Background: an optimization exercise with open tools, aiming at small area. Do not read the settings as production practice.
Only simulation tests tie the RTL to the original design; equivalence was not proved.
Power is estimated from default activity; no workload was simulated.

<file path="design/flow/run.sh">
#!/bin/bash
# synth_recipe.tcl (not shown) runs the flow's synth.tcl, then flattens the netlist and writes it again
# the make line also repeats each setting of config.mk as NAME=value (left out here)
make -C /OpenROAD-flow-scripts/flow DESIGN_CONFIG=/design/flow/config.mk WORK_HOME=/design/flow/orfs CLKGATE_MAP_FILE= SYNTH_SCRIPT=/design/flow/synth_recipe.tcl finish
</file>
<file path="design/flow/config.mk">
export PLATFORM = sky130hd
export DESIGN_NAME = drsstc_sfp_transceiver_top
export DESIGN_NICKNAME = drsstc_sfp_transceiver_top
export VERILOG_FILES = /design/flow/design.v
export SDC_FILE = /design/flow/constraint.sdc
export NUM_CORES = 4
export LEC_CHECK = 0
export CAP_MARGIN = 20
export CORE_MARGIN = 2
export CORE_UTILIZATION = 40
export SLEW_MARGIN = 20
</file>
<file path="design/flow/constraint.sdc">
create_clock -name core_clock -period 16.0 [get_ports {CLK_60M}]
set_input_delay 3.2000 -clock core_clock [delete_from_list [all_inputs] [get_ports {CLK_60M}]]
set_output_delay 3.2000 -clock core_clock [all_outputs]
set_load 0.01 [all_outputs]
</file>
<file path="design/flow/design.v">
module reset_gen (
    input   wire    i_clk,
    input   wire    i_res_n,
    output  wire    o_res_n
);
    reg r_ff1;
    reg r_ff2;
    always @(posedge i_clk or negedge i_res_n) begin
        if (~i_res_n) begin
            r_ff1 <= 1'b0;
            r_ff2 <= 1'b0;
        end else begin
            r_ff1 <= 1'b1;
            r_ff2 <= r_ff1;
        end
    end
    assign o_res_n = r_ff2;
endmodule
module led_ctrl (
    input   wire            i_clk,
    input   wire            i_res_n,
    input   wire            i_tx_d1,
    input   wire            i_tx_err,
    input   wire            i_rx_d1,
    input   wire            i_rx_err,
    output  wire            o_tx_led_red,
    output  wire            o_tx_led_gr,
    output  wire            o_rx_led_red,
    output  wire            o_rx_led_gr
);
    reg     [19:0]  r_cnt_boot;
    reg     [ 1:0]  r_boot_st;
    wire            w_cnt_max_boot = (r_cnt_boot == 20'd599999);    
    always @(posedge i_clk or negedge i_res_n) begin
        if (~i_res_n) begin
            r_cnt_boot <= 20'd0;
            r_boot_st <= 2'd0;
        end else begin
            if (w_cnt_max_boot) begin
                r_cnt_boot <= 20'd0;
                if (r_boot_st != 2'b11) begin
                    r_boot_st <= r_boot_st + 2'd1;
                end
            end else begin
                r_cnt_boot <= r_cnt_boot + 20'd1;
            end
        end
    end
    reg     [16:0]  r_cnt_flash;
    wire            w_cnt_max_flash = (r_cnt_flash == 17'd119999);   
    reg             r_flash_en;
    always @(posedge i_clk or negedge i_res_n) begin
        if (~i_res_n) begin
            r_cnt_flash <= 17'd0;
            r_flash_en <= 1'b0;
        end else begin
            if (w_cnt_max_flash) begin
                r_cnt_flash <= 17'd0;
                r_flash_en <= ~r_flash_en;
            end else begin
                r_cnt_flash <= r_cnt_flash + 17'd1;
            end
        end
    end
    assign o_tx_led_red =   (r_boot_st == 2'd0) ? 1'b1 :
                            (r_boot_st == 2'd1) ? 1'b0 :
                            (i_tx_err) ? r_flash_en :
                            1'b1;
    assign o_tx_led_gr =    (r_boot_st == 2'd0) ? 1'b1 :
                            (r_boot_st == 2'd1) ? 1'b0 :
                            i_tx_d1;
    assign o_rx_led_red =   (r_boot_st == 2'd0) ? 1'b1 :
                            (r_boot_st == 2'd1) ? 1'b0 :
                            (i_rx_err) ? r_flash_en :
                            1'b1;
    assign o_rx_led_gr =    (r_boot_st == 2'd0) ? 1'b1 :
                            (r_boot_st == 2'd1) ? 1'b0 :
                            i_rx_d1;
endmodule
module cdr (
    input   wire            i_clk,
    input   wire            i_res_n,
    input   wire            i_SerialData,
    output  reg             o_RecoveryData,
    output  reg             o_DataEn
);
    reg     [2:0]   r_syncFF;
    always @(posedge i_clk or negedge i_res_n) begin
        if (~i_res_n) begin
            r_syncFF <= 3'd0;
        end else begin
            r_syncFF <= {r_syncFF[1:0], i_SerialData};
        end
    end
    wire            w_ts = r_syncFF[2] ^ r_syncFF[1];
    reg     [2:0]   r_rcvState;
    always @(posedge i_clk or negedge i_res_n) begin
        if (~i_res_n) begin
            r_rcvState <= 3'b001;
            o_RecoveryData <= 1'b0;
            o_DataEn <= 1'b0;
        end else begin
            if (w_ts) begin
                r_rcvState <= 3'b001;
            end else begin
                r_rcvState <= {r_rcvState[1:0], r_rcvState[2]};
            end
            if (r_rcvState[1]) begin
                o_RecoveryData <= r_syncFF[2];
                o_DataEn <= 1'b1;
            end else begin
                o_DataEn <= 1'b0;
            end
        end
    end
endmodule
module encode_8b10b (datain, dispin, dataout, dispout) ;
  input [8:0]   datain ;
  input 	dispin ;   
  output [9:0]	dataout ;
  output	dispout ;
  wire ai = datain[0] ;
  wire bi = datain[1] ;
  wire ci = datain[2] ;
  wire di = datain[3] ;
  wire ei = datain[4] ;
  wire fi = datain[5] ;
  wire gi = datain[6] ;
  wire hi = datain[7] ;
  wire ki = datain[8] ;
  wire aeqb = (ai & bi) | (!ai & !bi) ;
  wire ceqd = (ci & di) | (!ci & !di) ;
  wire l22 = (ai & bi & !ci & !di) |
	     (ci & di & !ai & !bi) |
	     ( !aeqb & !ceqd) ;
  wire l40 = ai & bi & ci & di ;
  wire l04 = !ai & !bi & !ci & !di ;
  wire l13 = ( !aeqb & !ci & !di) |
	     ( !ceqd & !ai & !bi) ;
  wire l31 = ( !aeqb & ci & di) |
	     ( !ceqd & ai & bi) ;
  wire ao = ai ;
  wire bo = (bi & !l40) | l04 ;
  wire co = l04 | ci | (ei & di & !ci & !bi & !ai) ;
  wire do_ = di & ! (ai & bi & ci) ;
  wire eo = (ei | l13) & ! (ei & di & !ci & !bi & !ai) ;
  wire io = (l22 & !ei) |
	    (ei & !di & !ci & !(ai&bi)) |   
	    (ei & l40) |
	    (ki & ei & di & ci & !bi & !ai) |  
	    (ei & !di & ci & !bi & !ai) ;
  wire pd1s6 = (ei & di & !ci & !bi & !ai) | (!ei & !l22 & !l31) ;
  wire nd1s6 = ki | (ei & !l22 & !l13) | (!ei & !di & ci & bi & ai) ;
  wire ndos6 = pd1s6 ;
  wire pdos6 = ki | (ei & !l22 & !l13) ;
  wire alt7 = fi & gi & hi & (ki | 
			      (dispin ? (!ei & di & l31) : (ei & !di & l13))) ;
  wire fo = fi & ! alt7 ;
  wire go = gi | (!fi & !gi & !hi) ;
  wire ho = hi ;
  wire jo = (!hi & (gi ^ fi)) | alt7 ;
  wire nd1s4 = fi & gi ;
  wire pd1s4 = (!fi & !gi) | (ki & ((fi & !gi) | (!fi & gi))) ;
  wire ndos4 = (!fi & !gi) ;
  wire pdos4 = fi & gi & hi ;
  wire illegalk = ki & 
		  (ai | bi | !ci | !di | !ei) &  
		  (!fi | !gi | !hi | !ei | !l31) ;  
  wire compls6 = (pd1s6 & !dispin) | (nd1s6 & dispin) ;
  wire disp6 = dispin ^ (ndos6 | pdos6) ;
  wire compls4 = (pd1s4 & !disp6) | (nd1s4 & disp6) ;
  assign dispout = disp6 ^ (ndos4 | pdos4) ;
  assign dataout = {(ao ^ compls6), (bo ^ compls6),
		    (co ^ compls6), (do_ ^ compls6),
		    (eo ^ compls6), (io ^ compls6),
		    (fo ^ compls4), (go ^ compls4),
		    (ho ^ compls4), (jo ^ compls4)};
endmodule
module decode_8b10b (datain, dispin, dataout, dispout, code_err, disp_err) ;
  input [9:0]   datain ;
  input		dispin ;
  output [8:0]	dataout ;
  output	dispout ;
  output	code_err ;
  output	disp_err ;
  wire ai = datain[9] ;
  wire bi = datain[8] ;
  wire ci = datain[7] ;
  wire di = datain[6] ;
  wire ei = datain[5] ;
  wire ii = datain[4] ;
  wire fi = datain[3] ;
  wire gi = datain[2] ;
  wire hi = datain[1] ;
  wire ji = datain[0] ;
  wire aeqb = (ai & bi) | (!ai & !bi) ;
  wire ceqd = (ci & di) | (!ci & !di) ;
  wire p22 = (ai & bi & !ci & !di) |
	     (ci & di & !ai & !bi) |
	     ( !aeqb & !ceqd) ;
  wire p13 = ( !aeqb & !ci & !di) |
	     ( !ceqd & !ai & !bi) ;
  wire p31 = ( !aeqb & ci & di) |
	     ( !ceqd & ai & bi) ;
  wire p40 = ai & bi & ci & di ;
  wire p04 = !ai & !bi & !ci & !di ;
  wire disp6a = p31 | (p22 & dispin) ;  
   wire disp6a2 = p31 & dispin ;   
   wire disp6a0 = p13 & ! dispin ;  
  wire disp6b = (((ei & ii & ! disp6a0) | (disp6a & (ei | ii)) | disp6a2 |
		  (ei & ii & di)) & (ei | ii | di)) ;
  wire p22bceeqi = p22 & bi & ci & (ei == ii) ;
  wire p22bncneeqi = p22 & !bi & !ci & (ei == ii) ;
  wire p13in = p13 & !ii ;
  wire p31i = p31 & ii ;
  wire p13dei = p13 & di & ei & ii ;
  wire p22aceeqi = p22 & ai & ci & (ei == ii) ;
  wire p22ancneeqi = p22 & !ai & !ci & (ei == ii) ;
  wire p13en = p13 & !ei ;
  wire anbnenin = !ai & !bi & !ei & !ii ;
  wire abei = ai & bi & ei & ii ;
  wire cdei = ci & di & ei & ii ;
  wire cndnenin = !ci & !di & !ei & !ii ;
  wire p22enin = p22 & !ei & !ii ;
  wire p22ei = p22 & ei & ii ;
  wire p31dnenin = p31 & !di & !ei & !ii ;
  wire p31e = p31 & ei ;
  wire compa = p22bncneeqi | p31i | p13dei | p22ancneeqi | 
		p13en | abei | cndnenin ;
  wire compb = p22bceeqi | p31i | p13dei | p22aceeqi | 
		p13en | abei | cndnenin ;
  wire compc = p22bceeqi | p31i | p13dei | p22ancneeqi | 
		p13en | anbnenin | cndnenin ;
  wire compd = p22bncneeqi | p31i | p13dei | p22aceeqi |
		p13en | abei | cndnenin ;
  wire compe = p22bncneeqi | p13in | p13dei | p22ancneeqi | 
		p13en | anbnenin | cndnenin ;
  wire ao = ai ^ compa ;
  wire bo = bi ^ compb ;
  wire co = ci ^ compc ;
  wire do_ = di ^ compd ;
  wire eo = ei ^ compe ;
  wire feqg = (fi & gi) | (!fi & !gi) ;
  wire heqj = (hi & ji) | (!hi & !ji) ;
  wire fghj22 = (fi & gi & !hi & !ji) |
		(!fi & !gi & hi & ji) |
		( !feqg & !heqj) ;
  wire fghjp13 = ( !feqg & !hi & !ji) |
		 ( !heqj & !fi & !gi) ;
  wire fghjp31 = ( (!feqg) & hi & ji) |
		 ( !heqj & fi & gi) ;
  wire dispout = (fghjp31 | (disp6b & fghj22) | (hi & ji)) & (hi | ji) ;
  wire ko = ( (ci & di & ei & ii) | ( !ci & !di & !ei & !ii) |
		(p13 & !ei & ii & gi & hi & ji) |
		(p31 & ei & !ii & !gi & !hi & !ji)) ;
  wire alt7 =   (fi & !gi & !hi &  
		 ((dispin & ci & di & !ei & !ii) | ko |
		  (dispin & !ci & di & !ei & !ii))) |
		(!fi & gi & hi &  
		 (( !dispin & !ci & !di & ei & ii) | ko |
		  ( !dispin & ci & !di & ei & ii))) ;
  wire k28 = (ci & di & ei & ii) | ! (ci | di | ei | ii) ;
  wire k28p = ! (ci | di | ei | ii) ;
  wire fo = (ji & !fi & (hi | !gi | k28p)) |
	    (fi & !ji & (!hi | gi | !k28p)) |
	    (k28p & gi & hi) |
	    (!k28p & !gi & !hi) ;
  wire go = (ji & !fi & (hi | !gi | !k28p)) |
	    (fi & !ji & (!hi | gi |k28p)) |
	    (!k28p & gi & hi) |
	    (k28p & !gi & !hi) ;
  wire ho = ((ji ^ hi) & ! ((!fi & gi & !hi & ji & !k28p) | (!fi & gi & hi & !ji & k28p) | 
			    (fi & !gi & !hi & ji & !k28p) | (fi & !gi & hi & !ji & k28p))) |
	    (!fi & gi & hi & ji) | (fi & !gi & !hi & !ji) ;
  wire disp6p = (p31 & (ei | ii)) | (p22 & ei & ii) ;
  wire disp6n = (p13 & ! (ei & ii)) | (p22 & !ei & !ii) ;
  wire disp4p = fghjp31 ;
  wire disp4n = fghjp13 ;
  assign code_err = p40 | p04 | (fi & gi & hi & ji) | (!fi & !gi & !hi & !ji) |
		    (p13 & !ei & !ii) | (p31 & ei & ii) | 
		    (ei & ii & fi & gi & hi) | (!ei & !ii & !fi & !gi & !hi) | 
		    (ei & !ii & gi & hi & ji) | (!ei & ii & !gi & !hi & !ji) |
		    (!p31 & ei & !ii & !gi & !hi & !ji) |
		    (!p13 & !ei & ii & gi & hi & ji) |
		    (((ei & ii & !gi & !hi & !ji) | 
		      (!ei & !ii & gi & hi & ji)) &
		     ! ((ci & di & ei) | (!ci & !di & !ei))) |
		    (disp6p & disp4p) | (disp6n & disp4n) |
		    (ai & bi & ci & !ei & !ii & ((!fi & !gi) | fghjp13)) |
		    (!ai & !bi & !ci & ei & ii & ((fi & gi) | fghjp31)) |
		    (fi & gi & !hi & !ji & disp6p) |
		    (!fi & !gi & hi & ji & disp6n) |
		    (ci & di & ei & ii & !fi & !gi & !hi) |
		    (!ci & !di & !ei & !ii & fi & gi & hi) ;
  assign dataout = {ko, ho, go, fo, eo, do_, co, bo, ao} ;
   assign disp_err = ((dispin & disp6p) | (disp6n & !dispin) |
		      (dispin & !disp6n & fi & gi) |
		      (dispin & ai & bi & ci) |
		      (dispin & !disp6n & disp4p) |
		      (!dispin & !disp6p & !fi & !gi) |
		      (!dispin & !ai & !bi & !ci) |
		      (!dispin & !disp6p & disp4n) |
		      (disp6p & disp4p) | (disp6n & disp4n)) ;
endmodule
module serial_tx_master (
    input   wire            i_clk,
    input   wire            i_res_n,
    input   wire            i_sfp_tx_flt,
    input   wire            i_my_lock,   
    input   wire            i_rx_lock,   
    input   wire    [3:0]   i_data,      
    input   wire            i_master,
    output  wire            o_SerialData,
    output  wire            o_drv_en,
    output  wire            o_sfp_tx_dis_n
);
    parameter DEF_SMPL_CNT = 5'd29;  
    wire    w_start = 1'b1;          
    reg             r_my_lock;
    reg             r_rx_lock;
    reg     [3:0]   r_data;
    reg             r_master;
    always @(posedge i_clk or negedge i_res_n) begin
        if (~i_res_n) begin
            r_my_lock <= 1'b0;
            r_rx_lock <= 1'b0;
            r_data <= 4'b0;
            r_master <= 1'b0;
        end else begin
            r_my_lock <= i_my_lock;
            r_rx_lock <= i_rx_lock;
            r_data <= i_data;
            r_master <= i_master;
        end
    end
    wire            w_p1 = w_start ^ r_my_lock ^ r_master ^ r_data[3] ^ r_data[2] ^ r_data[1] ^ r_data[0] ^ 1'b1;
    wire    [7:0]   w_mosi_8b = {w_start, r_my_lock, r_master, r_data[3:0], w_p1};
    reg     [4:0]   r_sample_prsc_cnt;
    wire            w_sample_prsc_en = (r_sample_prsc_cnt == DEF_SMPL_CNT); 
    always @(posedge i_clk or negedge i_res_n) begin
        if (~i_res_n) begin
            r_sample_prsc_cnt <= 5'd0;
        end else if (w_sample_prsc_en) begin
            r_sample_prsc_cnt <= 5'd0;
        end else begin
            r_sample_prsc_cnt <= r_sample_prsc_cnt + 5'd1;
        end
    end
    reg     [7:0]   r_mosi_8b;
    always @(posedge i_clk or negedge i_res_n) begin
        if (~i_res_n) begin
            r_mosi_8b <= 8'd0;
        end else if (w_sample_prsc_en) begin
            r_mosi_8b <= w_mosi_8b;
        end
    end
    reg             r_dispin;
    wire            w_dispout;
    always @(posedge i_clk or negedge i_res_n) begin
        if (~i_res_n) begin
            r_dispin <= 1'b0;
        end else begin
            if (w_sample_prsc_en) begin
                r_dispin <= w_dispout;
            end
        end
    end
    reg             r_k28_5_send_en;
    reg     [3:0]   r_k28_5_send_cnt;
    reg     [1:0]   r_k28_5_send_status;     
    always @(posedge i_clk or negedge i_res_n) begin
        if (~i_res_n) begin
            r_k28_5_send_en <= 1'b0;
            r_k28_5_send_status <= 2'd0;
            r_k28_5_send_cnt <= 4'd0;
        end else begin
            if (w_sample_prsc_en) begin
                case (r_k28_5_send_status[1:0])
                    2'd0: begin
                        if (~r_rx_lock | ~r_my_lock) begin
                            r_k28_5_send_status <= 2'd1;
                            r_k28_5_send_en <= 1'b1;
                            r_k28_5_send_cnt <= 4'd0;
                        end
                    end
                    2'd1: begin
                        if (r_k28_5_send_cnt == 4'd4) begin
                            r_k28_5_send_cnt <= 4'd0;
                            r_k28_5_send_status <= 2'd2;
                            r_k28_5_send_en <= 1'b0;
                        end else begin
                            r_k28_5_send_cnt <= r_k28_5_send_cnt + 4'd1;
                        end
                    end
                    2'd2: begin
                        if (r_k28_5_send_cnt == 4'd4) begin
                            r_k28_5_send_cnt <= 4'd0;
                            r_k28_5_send_status <= 2'd0;
                        end else begin
                            r_k28_5_send_cnt <= r_k28_5_send_cnt + 4'd1;
                        end
                    end
                endcase
            end
        end
    end
    wire    [9:0]   w_data_10b;
    encode_8b10b encode_8b10b_inst (
        .datain ( {r_k28_5_send_en, r_k28_5_send_en ? 8'hbc : r_mosi_8b[7:0]} ),
        .dispin ( r_dispin ),
        .dataout ( w_data_10b ),
        .dispout ( w_dispout )
    );
    reg     [2:0]   r_ser_prsc;
    wire            w_ser_en = r_ser_prsc[0];
    always @(posedge i_clk or negedge i_res_n) begin
        if (~i_res_n) begin
            r_ser_prsc <= 3'b001;
        end else begin
            r_ser_prsc <= {r_ser_prsc[1:0], r_ser_prsc[2]};
        end
    end
    reg             r_sample_prsc_en_ff;
    always @(posedge i_clk or negedge i_res_n) begin
        if (~i_res_n) begin
            r_sample_prsc_en_ff <= 1'b0;
        end else begin
            r_sample_prsc_en_ff <= w_sample_prsc_en;
        end
    end
    reg     [9:0]   r_tx_shiftreg;
    always @(posedge i_clk or negedge i_res_n) begin
        if (~i_res_n) begin
            r_tx_shiftreg <= 10'd0;
        end else if (w_ser_en) begin
            if (r_sample_prsc_en_ff) begin
                r_tx_shiftreg <= w_data_10b;
            end else begin
                r_tx_shiftreg <= {r_tx_shiftreg[8:0], 1'b0};
            end
        end
    end
    reg             r_serialData;
    always @(posedge i_clk or negedge i_res_n) begin
        if (~i_res_n) begin
            r_serialData <= 1'b0;
        end else begin
            r_serialData <= r_tx_shiftreg[9] & ~i_sfp_tx_flt;
        end
    end
    assign o_SerialData = r_serialData;
    assign o_drv_en = ~i_sfp_tx_flt;
    assign o_sfp_tx_dis_n = i_sfp_tx_flt;
endmodule
module serial_rx (
    input   wire            i_clk,
    input   wire            i_res_n,
    input   wire            i_SerialData,
    input   wire            i_sfp_los,
    output  wire            o_rcv_en_n,
    input   wire    [3:0]   i_dip_sel,   
    output  wire            o_my_lock,   
    output  reg             o_rx_lock,   
    output  reg     [3:0]   o_data,      
    output  reg             o_master
);
    assign o_rcv_en_n = 1'b0;    
    wire            w_sync1bData;
    wire            w_sync1bEn;
    reg     [1:0]   r_los_syncFF;
    wire            w_sfp_los = r_los_syncFF[1];
    always @(posedge i_clk or negedge i_res_n) begin
        if (~i_res_n) begin
            r_los_syncFF <= 2'b11;
        end else begin
            r_los_syncFF <= {r_los_syncFF[0], i_sfp_los};
        end
    end
    cdr cdr_inst (
        .i_clk ( i_clk ),
        .i_res_n ( i_res_n ),
        .i_SerialData ( i_SerialData ),
        .o_RecoveryData ( w_sync1bData ),
        .o_DataEn ( w_sync1bEn )
    );
    reg     [9:0]   r_10bShift;
    always @(posedge i_clk or negedge i_res_n) begin
        if (~i_res_n) begin
            r_10bShift <= 10'd0;
        end else if (w_sync1bEn) begin
            r_10bShift <= {r_10bShift[8:0], w_sync1bData};
        end
    end
    wire            w_k28_5_det = (r_10bShift == 10'b0011111010) | 
                                  (r_10bShift == 10'b1100000101);
    reg     [3:0]   r_sym_bitCnt;
    wire            r_sym_capture = (r_sym_bitCnt == 4'd9);
    reg     [9:0]   r_sym_data;
    always @(posedge i_clk or negedge i_res_n) begin
        if (~i_res_n) begin
            r_sym_bitCnt <= 4'd0;
            r_sym_data <= 10'd0;
        end else if (w_sync1bEn) begin
            if (w_k28_5_det || r_sym_capture) begin
                r_sym_bitCnt <= 4'd0;
            end else begin
                r_sym_bitCnt <= r_sym_bitCnt + 4'd1;
            end
            if (r_sym_capture) begin
                r_sym_data <= r_10bShift;    
            end
        end
    end
    wire            w_disp;
    reg             r_disp;
    wire            w_code_err;
    reg             r_code_err;
    wire            w_disp_err;
    reg             r_disp_err;
    always @(posedge i_clk or negedge i_res_n) begin
        if (~i_res_n) begin
            r_disp <= 1'b0;
            r_code_err <= 1'b1;
            r_disp_err <= 1'b1;
        end else begin
            if (r_sym_capture) begin
                r_disp <= w_disp;
                r_code_err <= w_code_err;
                r_disp_err <= w_disp_err;
            end
        end
    end
    wire    [7:0]   w_8b_data;
    decode_8b10b decode_8b10b (
        .datain ( r_sym_data[9:0] ),
        .dispin ( r_disp ),
        .dataout ( w_8b_data[7:0] ),
        .dispout ( w_disp ),
        .code_err ( w_code_err ),
        .disp_err ( w_disp_err )
    );
    reg             r_sym_locked;
    reg     [3:0]   r_sym_lock_cnt;
    reg             r_p1_ng;
    always @(posedge i_clk or negedge i_res_n) begin
        if (~i_res_n) begin
            r_sym_locked <= 1'b0;
            r_sym_lock_cnt <= 4'd0;
        end else if (w_sfp_los | r_code_err | r_p1_ng) begin
            r_sym_locked <= 1'b0;
            r_sym_lock_cnt <= 4'd0;
        end else if (w_sync1bEn & r_sym_capture) begin
            if (w_k28_5_det) begin
                r_sym_lock_cnt <= r_sym_lock_cnt + 4'd1;
                if (r_sym_lock_cnt == 4'd4) begin
                    r_sym_locked <= 1'b1;
                end
            end else begin
                r_sym_lock_cnt <= 4'd0;
            end
        end
    end
    assign o_my_lock = r_sym_locked;     
    reg             r_sym_capture_FF;
    reg             r_k28_5_det_FF;
    wire            w_out_trig = (~r_sym_capture & r_sym_capture_FF);
    always @(posedge i_clk or negedge i_res_n) begin
        if (~i_res_n) begin
            r_sym_capture_FF <= 1'b0;
            r_k28_5_det_FF <= 1'b0;
        end else begin
            r_sym_capture_FF <= r_sym_capture;
            r_k28_5_det_FF <= w_k28_5_det;
        end
    end
    wire            w_p1_ok = ^w_8b_data[7:0];
    always @(posedge i_clk or negedge i_res_n) begin
        if (~i_res_n) begin
            o_rx_lock <= 1'b0;
            o_data <= 4'd0;
            o_master <= 1'b0;
            r_p1_ng <= 1'b0;
        end else if (~r_sym_locked) begin
            r_p1_ng <= 1'b0;
            o_data[3] <= i_dip_sel[3] ? 1'b0 : o_data[3];
            o_data[2] <= i_dip_sel[2] ? 1'b0 : o_data[2];
            o_data[1] <= i_dip_sel[1] ? 1'b0 : o_data[1];
            o_data[0] <= i_dip_sel[0] ? 1'b0 : o_data[0];
        end else if (w_out_trig) begin
            if (r_k28_5_det_FF) begin
            end else begin
                if (w_p1_ok & w_8b_data[7]) begin
                    r_p1_ng <= 1'b0;
                    o_rx_lock <= w_8b_data[6];
                    o_master <= w_8b_data[5];
                    o_data[3:0] <= w_8b_data[4:1];
                end else begin
                    r_p1_ng <= 1'b1;
                    o_data[3] <= i_dip_sel[3] ? 1'b0 : o_data[3];
                    o_data[2] <= i_dip_sel[2] ? 1'b0 : o_data[2];
                    o_data[1] <= i_dip_sel[1] ? 1'b0 : o_data[1];
                    o_data[0] <= i_dip_sel[0] ? 1'b0 : o_data[0];
                end
            end
        end
    end
endmodule
module drsstc_sfp_transceiver_top (
    input           CLK_60M,
    input           RST_N,
    input   [7:0]   IN,
    output  [7:0]   OUT,
    input   [2:0]   LV_IN,
    output  [2:0]   LV_OUT,
    input   [7:0]   DIP_SW1,         
    input   [7:0]   DIP_SW2,         
    output  [1:0]   LED_TX,          
    output  [1:0]   LED_RX,          
    input           SFP_LOSS_SIG,    
    output          SFP_RATE_SEL,    
    output          SFP_TX_DIS_N,    
    input           SFP_TX_FLT,      
    input   [2:0]   SFP_MOD_DEF,     
    input           LVDS_DAT_OUT,    
    output          LVDS_DAT_IN,     
    output          LVDS_DRV_EN,     
    output          LVDS_RCV_EN_N,   
    output          TP1,
    output          TP2
    );
    wire            w_clk = CLK_60M;
    wire            w_my_locked;         
    wire            w_rx_locked;         
    wire            w_rst_n;
    reset_gen reset_gen_inst (
        .i_clk ( w_clk ),
        .i_res_n ( RST_N ),
        .o_res_n ( w_rst_n )
    );
    led_ctrl led_ctrl_inst (
        .i_clk ( w_clk ),
        .i_res_n ( w_rst_n ),
        .i_tx_d1 ( IN[0] ),
        .i_tx_err ( SFP_MOD_DEF[0] | SFP_TX_FLT ),
        .i_rx_d1 ( OUT[0] ),
        .i_rx_err ( SFP_MOD_DEF[0] | SFP_LOSS_SIG | ~w_my_locked),
        .o_tx_led_red ( LED_TX[1] ),
        .o_tx_led_gr ( LED_TX[0] ),
        .o_rx_led_red ( LED_RX[1] ),
        .o_rx_led_gr ( LED_RX[0] )
    );
    serial_tx_master serial_tx_master_inst (
        .i_clk ( w_clk ),
        .i_res_n ( w_rst_n ),
        .i_sfp_tx_flt ( SFP_TX_FLT ),
        .i_my_lock ( w_my_locked ),          
        .i_rx_lock ( w_rx_locked ),          
        .i_data ( IN[3:0] ),
        .i_master ( ~DIP_SW2[0] ),
        .o_SerialData ( LVDS_DAT_IN ),
        .o_drv_en ( LVDS_DRV_EN ),
        .o_sfp_tx_dis_n ( SFP_TX_DIS_N )
    );
    wire    [3:0]   w_rx_data;
    wire            w_rx_master;
    serial_rx serial_rx_inst (
        .i_clk ( w_clk ),
        .i_res_n ( w_rst_n ),
        .i_SerialData ( LVDS_DAT_OUT ),
        .i_sfp_los ( SFP_LOSS_SIG ),
        .o_rcv_en_n ( LVDS_RCV_EN_N ),
        .i_dip_sel ( DIP_SW1[3:0] ),
        .o_my_lock ( w_my_locked ),      
        .o_rx_lock ( w_rx_locked ),      
        .o_data ( w_rx_data[3:0] ),
        .o_master ( w_rx_master )
    );
    assign OUT[3:0] = w_rx_data[3:0];
    assign OUT[4] = w_my_locked;
    assign OUT[5] = w_rx_locked;
    assign OUT[6] = w_rx_master;
    assign LV_OUT[2:0] = w_rx_data[2:0];
    assign OUT[7] = 1'b0;
    assign TP1 = 1'b0;
    assign TP2 = 1'b0;
    assign SFP_RATE_SEL = 1'b0;
endmodule
</file>
==> out/metrics.csv <==
metric,value,unit
status,finished clean,
cp_data_arrival_time,4660,ps
ys_top_cells_by_area,"dfrtp_1 43%, ha_1 5.4%, xnor2_1 4.1%",
hold_violations,0,
num_vias,5262,
path_clk_slew,50,ps
syn_area_per_cell,10.03,um^2
syn_to_final_growth,13.66,%
dp.final_hpwl,10110,um
nets,823,
yosys_warnings,6,
cts_buffers,17,
rsz0062_at_grt,false,
grt_first_pass_wirelength,25270,um
cts_max_level,4,
cts_resized,0,
ir_drop,0.1309,mV
antenna_found_initial,0,
antenna_cells,0,
criticalPathCategory,in2out,
track_usage,15.61,%
hp-class,reg2reg,
yosysSeqAreaShare,45.16,%
crit_fanout,4,
initial_core_util,41.13,%
drc_errors,0,
clockBufferDepth,2,
pin_count,57,
place_ws,8136,ps
cap_viol_max_count,0,
coreArea,18090,um^2
grt_max_degree,77,
drv_slew,0,
yosysMostFrequentCell,dfrtp_1,
async_flop_share,100.0,%
cts_tree,yes,
synth_common_cells,"129 x dfrtp_1, 73 x nand2_1, 67 x nor2_1",
worst_hold_slack,346.4,ps
placed_area,7810,um^2
fin_crit,7861,ps
fmax,127.2,MHz
clk_latency,410,ps
final_area,8456,um^2
crit_path_end_kind,output pin,
rows,49,
synth_top_area_share,43.39,%
wl_per_cell,14.42,um
die_y,140.4,um
fin_crit_sh,49.13,%
grt_pass1_vias,5388,
finalWorstSetupSlack,8139,ps
routabilityCongestion,0.8211,
synthDistinctLibCells,80,
avgViaCountPerCell,5.273,
grt_overflow_total,0,
cts_root_buf,clkbuf_16,
netlist_area,7440,um^2
synth-main-ff-cell,dfrtp_1,
clkSinkCount,134,
worst_pin_slew,955.1,ps
worstSetupStartpointType,primary input,
ys_seq_elements,134,
die_x,140.4,um
slew_headroom,36.32,%
p_per_area,158.6,nW/um^2
cp.required,12800,ps
tns,0,ps
syn_inst,742,
synth_enable_flop_cells,0,
p_leak,3.777,nW
ant_nets,0,
wirelength,14390,um
port_buffers,31,
synth_top_area_cell,dfrtp_1,
drive_gt1_share,12.35,%
cts_hold_buf,0,
setup_violations,0,
post_cts_buffers,0,
die_area,19710,um^2
skew,6.280,ps
first_iter_violations,269,
dr.pass1.iters,5,
## worst max-delay path, stage by stage
cell and delay [ps]:
clkdlybuf4s50_1 460, or2_2 290, a31oi_1 160, clkdlybuf4s50_1 550
## power by group
part / internal [W] / total (W) / leakage [nW] / switching, W
clock: 0.000280 / 0.000424 / 0.313 / 0.000144
combinational: 0.000243 / 0.000477 / 1.73 / 0.000233
sequential: 0.000373 / 0.000440 / 1.73 / 0.0000667
## final timing paths
| path | from | end | slack, ps | cells after the start |
|---|---|---|---|---|
| worst max-delay path | SFP_TX_FLT | LED_TX[1] | 8140 | 4 |
| max in group asynchronous | RST_N | reset_gen_inst.r_ff2 | 12930 | 1 |
| worst min-delay path | serial_tx_master_inst.r_ser_prsc[1] | serial_tx_master_inst.r_ser_prsc[2] | 350 | 0 |
| worst min register to register | serial_tx_master_inst.r_ser_prsc[1] | serial_tx_master_inst.r_ser_prsc[2] | 350 | 0 |
| min in group asynchronous | reset_gen_inst.r_ff2 | serial_rx_inst.cdr_inst.r_syncFF[0] | 390 | 0 |
| worst max register to register | serial_rx_inst.r_sym_data[6] | serial_rx_inst.o_master | 12340 | 11 |
## layout make-up
type	count	area (um^2)
Clock inverter	13	202.7
Fill cell	1618	9630
Inverter	36	135.1
Timing Repair Buffer	32	317.8
Sequential cell	134	3363
Multi-Input combinational cell	535	3707
Clock buffer	19	442.9
Tap cell	229	286.5
## routing by layer
metal  track usage (%)  share of wire (%)
met1             19.25                 46
met2             26.52                 49
met3             3.590                2.8
met4             6.273                2.0
met5                 0                  0
## registers in the layout (all words and copies together), names as in the netlist, 2 cells and up
register	cells
led_ctrl_inst.r_boot_st	2
led_ctrl_inst.r_cnt_boot	20
led_ctrl_inst.r_cnt_flash	17
serial_rx_inst.cdr_inst.r_rcvState	3
serial_rx_inst.cdr_inst.r_syncFF	3
serial_rx_inst.o_data	4
serial_rx_inst.r_10bShift	10
serial_rx_inst.r_los_syncFF	2
serial_rx_inst.r_sym_bitCnt	4
serial_rx_inst.r_sym_data	10
serial_rx_inst.r_sym_lock_cnt	4
serial_tx_master_inst.r_data	4
serial_tx_master_inst.r_k28_5_send_cnt	4
serial_tx_master_inst.r_k28_5_send_status	2
serial_tx_master_inst.r_mosi_8b	8
serial_tx_master_inst.r_sample_prsc_cnt	5
serial_tx_master_inst.r_ser_prsc	3
serial_tx_master_inst.r_tx_shiftreg	10
## cell families (layout without fill, tap and decap cells)
family	Yosys count	after routing	synth area share [%]
xor+xnor	64	64	8.476
compound gates	120	120	10.85
simple gates	277	277	19.34
buf+inv	77	100	5.214
fa+ha+maj	32	32	5.382
flops	134	134	45.16
mux	36	36	5.483
other cells	2	6	0.1009
## layout by cell type, fill, tap and decap left out, drive strengths merged, types with 4 or more instances in the layout
master / Yosys / layout
nor4: 5 / 5
or2: 8 / 8
a21oi: 25 / 25
and2: 8 / 8
o22ai: 4 / 4
clkdlybuf4s50: 0 / 31
clkbuf: 19 / 19
xnor2: 36 / 36
clkinv: 0 / 5
nand2b: 8 / 8
xor2: 25 / 25
inv: 36 / 37
dfrtp: 129 / 129
nor3b: 6 / 6
mux2: 29 / 29
nand3: 33 / 33
nor2: 67 / 67
nand2: 73 / 73
o32ai: 4 / 4
a32o: 4 / 4
dfstp: 5 / 5
nor4b: 5 / 5
o21ai: 37 / 37
nand4: 14 / 14
nor2b: 14 / 14
and3: 12 / 12
o31ai: 4 / 4
mux2i: 7 / 7
nor3: 8 / 8
ha: 32 / 32
bufinv: 0 / 5
a31oi: 12 / 12
conb: 2 / 6
## through the flow
step                utilization [%]  power [W]  instances
global placement              43.18  0.0009001        966
global route                  46.75   0.001420        998
detailed placement            43.18  0.0009171        966
CTS                           46.75   0.001350        998
finish                        46.75   0.001341        998
floorplan                         -  0.0008386        746

-- afterwards: timing with drivers on the ports --
The flow's constraints put no driver on any port. The routed layout listed below was extracted and timed again, unchanged, in two steps. Step 1: set_driving_cell puts a clkbuf_16 on CLK_60M and a buf_2 on each other input, an assumption about the parent block. Step 2 also shifts input and output timing later by t, the mid clock arrival at the registers, as if the neighbouring blocks saw the same clock. Three values: ideal, step 1, step 2; two values: the first two.
t, ns: 0.454
slack for setup (ns): 8.139 / 8.117 / 8.117
hold WS [ns]: 0.346 / 0.346 / 0.346
slew at the worst register clock pin (ns): 0.06 / 0.06
After both steps this run still meets setup and hold. For this run, drivers alone change the setup slack by -0.022 ns; drivers and shift together by -0.022 ns.
